This is an optimization exercise on Yosys and OpenROAD, whose aim is small area, not a production implementation.
At most, simulation tests tie the RTL to the original design; equivalence was not proved.
Power figures rest on the tool's default switching activity, not on a simulated workload.

## JK
Design lidar_system_top, start of the top module:
module lidar_system_top (
    input  wire clk,
    input  wire rst,
    input  wire rx,
    output wire tx,
    output wire [15:0] dbg_max_idx,
    output wire [15:0] dbg_min_idx,
    output wire [15:0] dbg_max_dist,
    output wire [15:0] dbg_min_dist,
    output wire [15:0] dbg_obs_alert,
    output wire [15:0] dbg_max_angle,
    output wire [15:0] dbg_min_angle,
    output wire        dbg_angle_done
);
Size in the first run: roughly 620 cells after synthesis, about 210 flip-flops, roughly 120 I/O pins, ~0.0078 sq mm of cells after synthesis.
export LEC_CHECK = 0
export CAP_MARGIN = 20
export CORE_MARGIN = 2
export CORE_UTILIZATION = 60
export PLACE_DENSITY = 0.75
export SLEW_MARGIN = 20
create_clock -name core_clock -period 10.0 [get_ports {clk}]
standard.sh (not shown) runs the stock make flow with config.mk's settings and CLKGATE_MAP_FILE= SYNTH_SCRIPT=/design/flow/synth_recipe.tcl, a recipe that flattens the netlist after the stock synthesis.
==> flow/flow/run.sh <==
#!/bin/bash
# Standard synthesis, then the standard ORFS steps with two changes:
#  - port buffers use sky130_fd_sc_hd__buf_1
#  - clock tree: small buffers and sink clusters, no dummy loads
set -euo pipefail
bash standard.sh synth > synth.log 2>&1
export BUFFER_PORTS_ARGS="-buffer_cell sky130_fd_sc_hd__buf_1"
export CTS_ARGS="-sink_clustering_enable -repair_clock_nets -dont_use_dummy_load -buf_list sky130_fd_sc_hd__clkbuf_4 -root_buf sky130_fd_sc_hd__clkbuf_8 -sink_clustering_size 10 -sink_clustering_max_diameter 40"
bash standard.sh finish > finish.log 2>&1
Inputs modified between JK and MS:
# JK
export LEC_CHECK = 0
export CAP_MARGIN = 20
export CORE_MARGIN = 2
export CORE_UTILIZATION = 60
export PLACE_DENSITY = 0.75
export SLEW_MARGIN = 20
create_clock -name core_clock -period 10.0 [get_ports {clk}]
# MS
export LEC_CHECK = 0
export CAP_MARGIN = 20
export CORE_MARGIN = 2
export CORE_UTILIZATION = 40
export PLACE_DENSITY = 0.6
export SLEW_MARGIN = 20
create_clock -name core_clock -period 10.0 [get_ports {clk}]
==> flow/flow/run.sh <==
#!/bin/bash
# Standard synthesis, then the standard ORFS steps with two changes:
#  - port buffers use sky130_fd_sc_hd__buf_1
#  - clock tree: small buffers and sink clusters, no dummy loads
set -euo pipefail
bash standard.sh synth > synth.log 2>&1
export BUFFER_PORTS_ARGS="-buffer_cell sky130_fd_sc_hd__buf_1"
export CTS_ARGS="-sink_clustering_enable -repair_clock_nets -dont_use_dummy_load -buf_list sky130_fd_sc_hd__clkbuf_8 -root_buf sky130_fd_sc_hd__clkbuf_16 -sink_clustering_size 20 -sink_clustering_max_diameter 60"
bash standard.sh finish > finish.log 2>&1
From JK to MS the numbers moved as follows: clock buffer and inverter area fraction after layout barely changed, full die area climbed 0.0067 sq mm, combinational group share of total power barely changed, global-route wire length before repair dropped 140 um, global-route usage dropped 6.3 points. Looking at register-to-register slack, MS sits 30 ps higher than JK does. MS against JK; cell count is up by a little under 10%. MS vs. JK: routed length on met2 shows an increase of 5.7%; total placed cells including tap cells grew by 93. Compared with JK, MS is hungrier on power. Comparing JK against MS, there is no change at all in buffering stage count on the worst path with inverters included.
Modified inputs, AL compared to MS
==> flow/flow/run.sh <==
#!/bin/bash
# Standard synthesis, then the standard ORFS steps with two changes:
#  - port buffers use sky130_fd_sc_hd__buf_1
#  - clock tree: small buffers and sink clusters, no dummy loads
set -euo pipefail
bash standard.sh synth > synth.log 2>&1
export BUFFER_PORTS_ARGS="-buffer_cell sky130_fd_sc_hd__buf_1"
export CTS_ARGS="-sink_clustering_enable -repair_clock_nets -dont_use_dummy_load -buf_list sky130_fd_sc_hd__clkbuf_4 -root_buf sky130_fd_sc_hd__clkbuf_8 -sink_clustering_size 10 -sink_clustering_max_diameter 40"
bash standard.sh finish > finish.log 2>&1
Results
AL vs MS — final cell count without fillers rose 1.5%. Between AL and MS, the vias per cell does not differ in any meaningful way. The maximum achievable frequency in AL sits about 1.5% below the value recorded for MS. AL vs MS: fraction of met2 tracks used by global routing up.
Edits applied to the flow inputs when going from AL to TR:
# AL
export LEC_CHECK = 0
export CAP_MARGIN = 20
export CORE_MARGIN = 2
export CORE_UTILIZATION = 40
export PLACE_DENSITY = 0.6
export SLEW_MARGIN = 20
create_clock -name core_clock -period 10.0 [get_ports {clk}]
# TR
export LEC_CHECK = 0
export ABC_AREA = 1
export CAP_MARGIN = 20
export CORE_MARGIN = 2
export CORE_UTILIZATION = 40
export PLACE_DENSITY = 0.6
export SLEW_MARGIN = 20
create_clock -name core_clock -period 10.0 [get_ports {clk}]
==> comparison <==
Compared with AL, TR shows a lower share of the clock period used by the worst path.
Delta(switching fraction of total power, TR - AL) < 0
When the final numbers for AL and TR were put side by side, the post-route met1 wirelength turned out to be greater in TR.
No run of this note included a check of the RTL's function; only the layout flow was run.

========
== run 1 ==
Another version of the RTL of lidar_system_top (not shown whole).
Size in the first run: about 620 cells after synthesis, roughly 210 flip-flops, about 120 I/O pins.
export LEC_CHECK = 0
export CAP_MARGIN = 20
export CORE_MARGIN = 2
export CORE_UTILIZATION = 40
export PLACE_DENSITY = 0.6
export SLEW_MARGIN = 20
create_clock -name core_clock -period 10.0 [get_ports {clk}]
==> flow/flow/run.sh <==
#!/bin/bash
# Standard synthesis, then the standard ORFS steps with these changes:
#  - port buffers use sky130_fd_sc_hd__buf_1
#  - clock tree: small buffers and sink clusters, no dummy loads
#  - non-critical gates downsized (RECOVER_POWER), one tie cell per constant
export RECOVER_POWER=100
export SKIP_REPAIR_TIE_FANOUT=1
set -euo pipefail
bash standard.sh synth > synth.log 2>&1
export BUFFER_PORTS_ARGS="-buffer_cell sky130_fd_sc_hd__buf_1"
export CTS_ARGS="-sink_clustering_enable -repair_clock_nets -dont_use_dummy_load -buf_list sky130_fd_sc_hd__clkbuf_4 -root_buf sky130_fd_sc_hd__clkbuf_8 -sink_clustering_size 10 -sink_clustering_max_diameter 40"
bash standard.sh finish > finish.log 2>&1
In run 1 the implementation ran to completion but is not tape-out ready, as the final checks report capacitance limit, slew limit.
What run 2 does differently from run 1 at the input level:
==> flow/run.sh (new file) <==
#!/bin/bash
# synth_recipe.tcl (not shown) runs the flow's synth.tcl, then flattens the netlist and writes it again
# the make line also repeats each setting of config.mk as NAME=value (left out here)
make -C /OpenROAD-flow-scripts/flow DESIGN_CONFIG=/design/flow/config.mk WORK_HOME=/design/flow/orfs CLKGATE_MAP_FILE= SYNTH_SCRIPT=/design/flow/synth_recipe.tcl finish
removed: flow/flow/run.sh
removed: flow/standard.sh
- Changes observed in run 2 relative to run 1: sequential group share of total power now sits lower; via count of the first global-routing pass +about 1.5%; fmax shrank by about 5.4%.
- Summary: total non-filler cell area in the finished layout, run 2 worse than run 1
- On sequential share of layout area, the higher figure sits with run 1, not run 2.
- NOTE: post-DP HPWL in run 2 exceeds that of run 1
- Per the final summary, run 2 finished and its layout is clean on timing, DRC and antenna.
#### Input delta (run 3 over run 2)
==> flow/flow/run.sh (new file) <==
#!/bin/bash
# Standard synthesis, then the standard ORFS steps with two changes:
#  - port buffers use sky130_fd_sc_hd__buf_1
#  - clock tree: small buffers and sink clusters, no dummy loads
set -euo pipefail
bash standard.sh synth > synth.log 2>&1
export BUFFER_PORTS_ARGS="-buffer_cell sky130_fd_sc_hd__buf_1"
export CTS_ARGS="-sink_clustering_enable -repair_clock_nets -dont_use_dummy_load -buf_list sky130_fd_sc_hd__clkbuf_4 -root_buf sky130_fd_sc_hd__clkbuf_16 -sink_clustering_size 12 -sink_clustering_max_diameter 50"
bash standard.sh finish > finish.log 2>&1
==> flow/standard.sh (new file) <==
#!/bin/bash
# synth_recipe.tcl (not shown) runs the flow's synth.tcl, then flattens the netlist and writes it again
# the make line also repeats each setting of config.mk as NAME=value (left out here)
make -C /OpenROAD-flow-scripts/flow DESIGN_CONFIG=/design/flow/config.mk WORK_HOME=/design/flow/orfs CLKGATE_MAP_FILE= SYNTH_SCRIPT=/design/flow/synth_recipe.tcl "${@:-finish}"
removed: flow/run.sh
--- outcome ---
- Run 3: done, clean on timing, DRC and antenna
- Run 3 vs run 2, met1 wire length went down by 260 um.
- Taking run 2 as the reference, in run 3 sequential share of layout area +6.9 points, global-route wire length before repair -1300 um.
- Run 2 has a lower sequential group share of total power than run 3.
- Run 3 leaves more setup margin than run 2.
- Taking run 2 as 1.0, run 3 lands at 0.884 on total non-filler cell area in the finished layout.
- When run 3 is measured against run 2, its portion of the layout cell area used by clock cells turns out 5.0 points lower.
- Relative to run 2, post-layout total power decreased by 25% in run 3.
- From run 2 to run 3 the numbers moved as follows: delay contributed by the slowest stage of the critical path went up 0.02 ns, power density over the cells fell by 15%, synthesized cell count saw little to no change.

## afterwards: timing with drivers on the ports
In the flow no input, the clock included, has a driving cell. The finished layouts below were timed again as built, in two steps.
Step 1 assumes that a clkbuf_16 drives the clock port and a buf_2 every other input.
Step 2 moves the port delays by t, midway between the first and last clock arrival at a register: inputs arrive t later, outputs are due t later. That takes back most of the time a late clock gives input paths.
Slacks: ideal ports / drivers / drivers and shift; pairs: ideal ports / drivers.
run | shift t [ns] | setup slack, ns | worst register clock-pin slew, ns | pins driven straight from the clock port
JK | 0.516 | 6.409 / 6.372 / 6.500 | 0.10 / 0.10 | 1
MS | 0.490 | 6.346 / 6.302 / 6.525 | 0.11 / 0.11 | 1
AL | 0.540 | 6.290 / 6.249 / 6.458 | 0.10 / 0.10 | 1
TR | 0.539 | 6.393 / 6.354 / 6.839 | 0.10 / 0.10 | 1
run 1 | 0.556 | 4.964 / 4.927 / 5.475 | 0.11 / 0.11 | 1
run 2 | 0.528 | 4.679 / 4.639 / 5.167 | 0.06 / 0.06 | 1
run 3 | 0.504 | 5.016 / 4.972 / 5.476 | 0.13 / 0.13 | 1
